Context: an optimization exercise on an open-source flow, tuned for small area. The choices shown serve that exercise and are no tape-out recipe. In this exercise RTL edits were held to simulation tests only and were not proved equivalent to the original. The flow treats the clock pin as an ideal source. Dropping or thinning the clock tree relies on that and would not hold on a real chip. Power is estimated from default activity; no workload was simulated.

== gamma ==
==> module EF_PSRAM_CTRL_V2, before the edit <==
module EF_PSRAM_CTRL_V2 (
    input   wire            clk,
    input   wire            rst,
    input   wire [23:0]     addr,
    input   wire [31: 0]    data_i,
    output  wire [31: 0]    data_o,
    input   wire [2:0]      size,
    input   wire            start,
    output  wire            done,
    input   wire  [3:0]     wait_states,
    input   wire  [7:0]     cmd,
    input   wire            rd_wr,
    input   wire            qspi,
    input   wire            qpi,
    input   wire            short_cmd,
    output  reg             sck,
    output  reg             ce_n,
    input   wire [3:0]      din,
    output  wire [3:0]      dout,
    output  wire [3:0]      douten
);
    reg         busy;
    reg [6:0]   counter;
    wire        quad = qpi | qspi;
    wire [6:0]  cq = (qspi & ~qpi) ? counter - 7'd6 : counter;
    wire [6:0]  k  = quad ? {2'b00, size[2], ~size[2], size[1:0], 1'b0}
                          : {size[2], ~size[2], size[1:0], 3'b000};
    wire [6:0]  w  = rd_wr ? {3'd0, wait_states} : 7'd0;
    assign done = short_cmd ? (counter == 7'd8) : (cq == k + w);
    always @(posedge clk or posedge rst)
        if (rst)
            busy <= 1'b0;
        else if (busy)
            busy <= ~done;
        else
            busy <= start;
    always @(posedge clk or posedge rst)
        if (rst)
            ce_n <= 1'b1;
        else
            ce_n <= done | ~busy;
    always @(posedge clk or posedge rst)
        if (rst) begin
            counter <= 7'd0;
            sck     <= 1'b0;
        end else if (ce_n) begin
            counter <= 7'd0;
            sck     <= 1'b0;
        end else if (~done)
            {counter, sck} <= {counter, sck} ^ {&{counter[5:0], sck}, &{counter[4:0], sck}, &{counter[3:0], sck}, &{counter[2:0], sck}, &{counter[1:0], sck}, &{counter[0], sck}, sck, 1'b1};
    wire [63:0] stream;
    genvar gi;
    generate
        for (gi = 0; gi < 8; gi = gi + 1) begin : g_cmd
            assign stream[gi] = cmd[7 - gi];
        end
        for (gi = 0; gi < 24; gi = gi + 1) begin : g_addr
            assign stream[8 + gi] = addr[23 - gi];
        end
        for (gi = 0; gi < 32; gi = gi + 1) begin : g_data
            assign stream[32 + gi] = data_i[8 * (gi / 8) + 7 - (gi % 8)];
        end
    endgenerate
    wire        serial = ~qpi & (~qspi | (counter < 7'd8));
    wire [4:0]  m      = serial ? counter[6:2] : cq[4:0];
    wire [3:0]  m_lo = 4'b0001 << m[1:0];
    wire [3:0]  q;
    generate
        for (gi = 0; gi < 4; gi = gi + 1) begin : g_q
            wire [3:0] grp;
            genvar gk;
            for (gk = 0; gk < 4; gk = gk + 1) begin : g_g
                assign grp[gk] = |(m_lo & {stream[16 * gk + 12 + gi], stream[16 * gk + 8 + gi],
                                           stream[16 * gk + 4 + gi], stream[16 * gk + gi]});
            end
            assign q[gi] = grp[m[3:2]] & ~m[4];
        end
    endgenerate
    wire [1:0]  bsel = serial ? counter[1:0] : 2'b11;
    assign dout[0] = q[bsel] | (serial & counter[6] & data_i[0]);
    assign dout[1] = q[2];
    assign dout[2] = q[1];
    assign dout[3] = q[0];
    wire        lt8  = (counter < 7'd8);
    wire        lt14 = (counter < 7'd14);
    assign douten[0]   = ~quad | ~rd_wr | lt8 | (~qpi & lt14);
    assign douten[3:1] = {3{qpi ? (lt8 | ~rd_wr) : (qspi & ~lt8 & (lt14 | ~rd_wr))}};
    reg  [31:0] data;
    wire [1:0]  phase = counter[1:0] - wait_states[1:0];
    wire [3:0]  lane_en;
    wire [3:0]  src;
    wire [3:0]  entry = {1'b1, size == 3'd3, size == 3'd2, size == 3'd1};
    generate
        for (gi = 0; gi < 4; gi = gi + 1) begin : g_lane
            assign lane_en[gi] = sck & (quad | (phase == 2'd3 - gi));
            assign src[gi]     = quad ? din[gi] : din[1];
        end
    endgenerate
    genvar gb, gj;
    generate
        for (gb = 0; gb < 4; gb = gb + 1) begin : g_byte
            for (gj = 0; gj < 4; gj = gj + 1) begin : g_bit
                wire chain_in;
                if (gb == 3) begin : g_top
                    assign chain_in = src[gj];
                end else begin : g_mid
                    assign chain_in = entry[gb] ? src[gj] : data[8 * gb + 12 + gj];
                end
                always @(posedge clk)
                    if (lane_en[gj]) begin
                        data[8 * gb + 4 + gj] <= data[8 * gb + gj];
                        data[8 * gb + gj]     <= chain_in;
                    end
            end
        end
    endgenerate
    assign data_o = data;
endmodule
clock: 6.5 ns
lec_check: 0
abc_area: 1
cap_margin: 20
core_margin: 2
core_utilization: 40
slew_margin: 20
standard.sh (not shown) runs the stock make flow with config.mk's settings and CLKGATE_MAP_FILE= SYNTH_SCRIPT=/design/flow/synth_recipe.tcl, a recipe that flattens the netlist after the stock synthesis.
==> flow/flow/run.sh <==
#!/bin/bash
# Standard layout, with these changes:
# - an area-oriented ABC script for the technology mapping, which also maps
#   the adders (ADDER_MAP_FILE empty, so no separate adder cells);
# - the smallest buffer (buf_1) on each input and output port;
# - a clock tree of small buffers: after CTS the tree is rebuilt as one root
#   buffer driving a few leaf buffers, each driving a group of nearby
#   registers (flow/clock_tree.tcl).
set -euo pipefail
here=$(pwd)
export BUFFER_PORTS_ARGS="-buffer_cell sky130_fd_sc_hd__buf_1"
export AREA_ABC_SCRIPT=$here/flow/area.abc
export CTS_ARGS="-sink_clustering_enable -repair_clock_nets -dont_use_dummy_load"
cat flow/abc_override.tcl synth_recipe.tcl > area_synth.tcl
bash standard.sh SYNTH_SCRIPT=$here/area_synth.tcl ADDER_MAP_FILE= cts > standard_cts.log 2>&1
CTS_ODB=$here/orfs/results/$FLOW_PLATFORM/EF_PSRAM_CTRL_V2/base/4_cts.odb \
CLK_GROUPS=5 CLK_BUF=sky130_fd_sc_hd__clkbuf_4 CLK_ROOT=sky130_fd_sc_hd__clkbuf_1 \
  openroad -no_init -no_splash -exit $here/flow/clock_tree.tcl > clock_tree.log 2>&1
bash standard.sh SYNTH_SCRIPT=$here/area_synth.tcl ADDER_MAP_FILE= finish > standard.log 2>&1
Other scripts of this flow, unchanged in this note and not shown: flow/flow/abc_override.tcl, flow/flow/area.abc, flow/flow/clock_tree.tcl
#### Input delta (alpha over gamma)
--- a/flow/design.v
+++ b/flow/design.v
@@ -60,23 +60,21 @@
         for (gi = 0; gi < 32; gi = gi + 1) begin : g_data
             assign stream[32 + gi] = data_i[8 * (gi / 8) + 7 - (gi % 8)];
         end
     endgenerate
     wire        serial = ~qpi & (~qspi | (counter < 7'd8));
     wire [4:0]  m      = serial ? counter[6:2] : cq[4:0];
-    wire [3:0]  m_lo = 4'b0001 << m[1:0];
     wire [3:0]  q;
     generate
         for (gi = 0; gi < 4; gi = gi + 1) begin : g_q
-            wire [3:0] grp;
+            wire [15:0] lane;
             genvar gk;
-            for (gk = 0; gk < 4; gk = gk + 1) begin : g_g
-                assign grp[gk] = |(m_lo & {stream[16 * gk + 12 + gi], stream[16 * gk + 8 + gi],
-                                           stream[16 * gk + 4 + gi], stream[16 * gk + gi]});
+            for (gk = 0; gk < 16; gk = gk + 1) begin : g_l
+                assign lane[gk] = stream[4 * gk + gi];
             end
-            assign q[gi] = grp[m[3:2]] & ~m[4];
+            assign q[gi] = lane[m[3:0]] & ~m[4];
         end
     endgenerate
     wire [1:0]  bsel = serial ? counter[1:0] : 2'b11;
     assign dout[0] = q[bsel] | (serial & counter[6] & data_i[0]);
     assign dout[1] = q[2];
     assign dout[2] = q[1];
Results
Diff gamma -> alpha: netlist area before placement grew by about 2.6%, leakage power shrank by 1.0%, worst hold margin shrank by 12 ps, net count after synthesis grew by 9.
For gamma, the launch point of the critical path was qpi, unlike alpha, where it was counter[4].
alpha vs. gamma: power went up by 0.041 mW.
The post-detailed-routing wire length was comparable across gamma and alpha.
alpha ends up with a logic gate share of total power that is 1.9 points higher than in gamma.
In every run of this note, the design's own scripts or RTL, not TritonCTS, make the clock network.

re-timing with driven ports:
The results above use ideal ports. As a check the final layouts listed here were re-extracted and re-timed, cells and wires unchanged.
Step 1 (the two cells are an assumption about what drives the block):
set clk [get_ports {clk}]
set_driving_cell -lib_cell sky130_fd_sc_hd__clkbuf_16 $clk
set_driving_cell -lib_cell sky130_fd_sc_hd__buf_2 [delete_from_list [all_inputs] $clk]
Step 2 times the ports against the registers' clock, not the clock port: input delays grow and output delays shrink by t, the midpoint of the rising clock arrivals with the driver on.
Three values: no drivers, after step 1, after step 2; two values: the first two.
| run | shift t [ns] | slack for setup (ns) | worst register clock-pin slew, ns |
|---|---|---|---|
| gamma | 0.589 | 0.668 / 0.643 / 0.643 | 0.10 / 0.10 |
| alpha | 0.573 | 0.697 / 0.674 / 0.683 | 0.10 / 0.10 |
After both steps setup and hold are still met in every run listed. The setup slack of gamma, which loses most, moves by -0.025 ns with the drivers and by -0.025 ns with both steps.
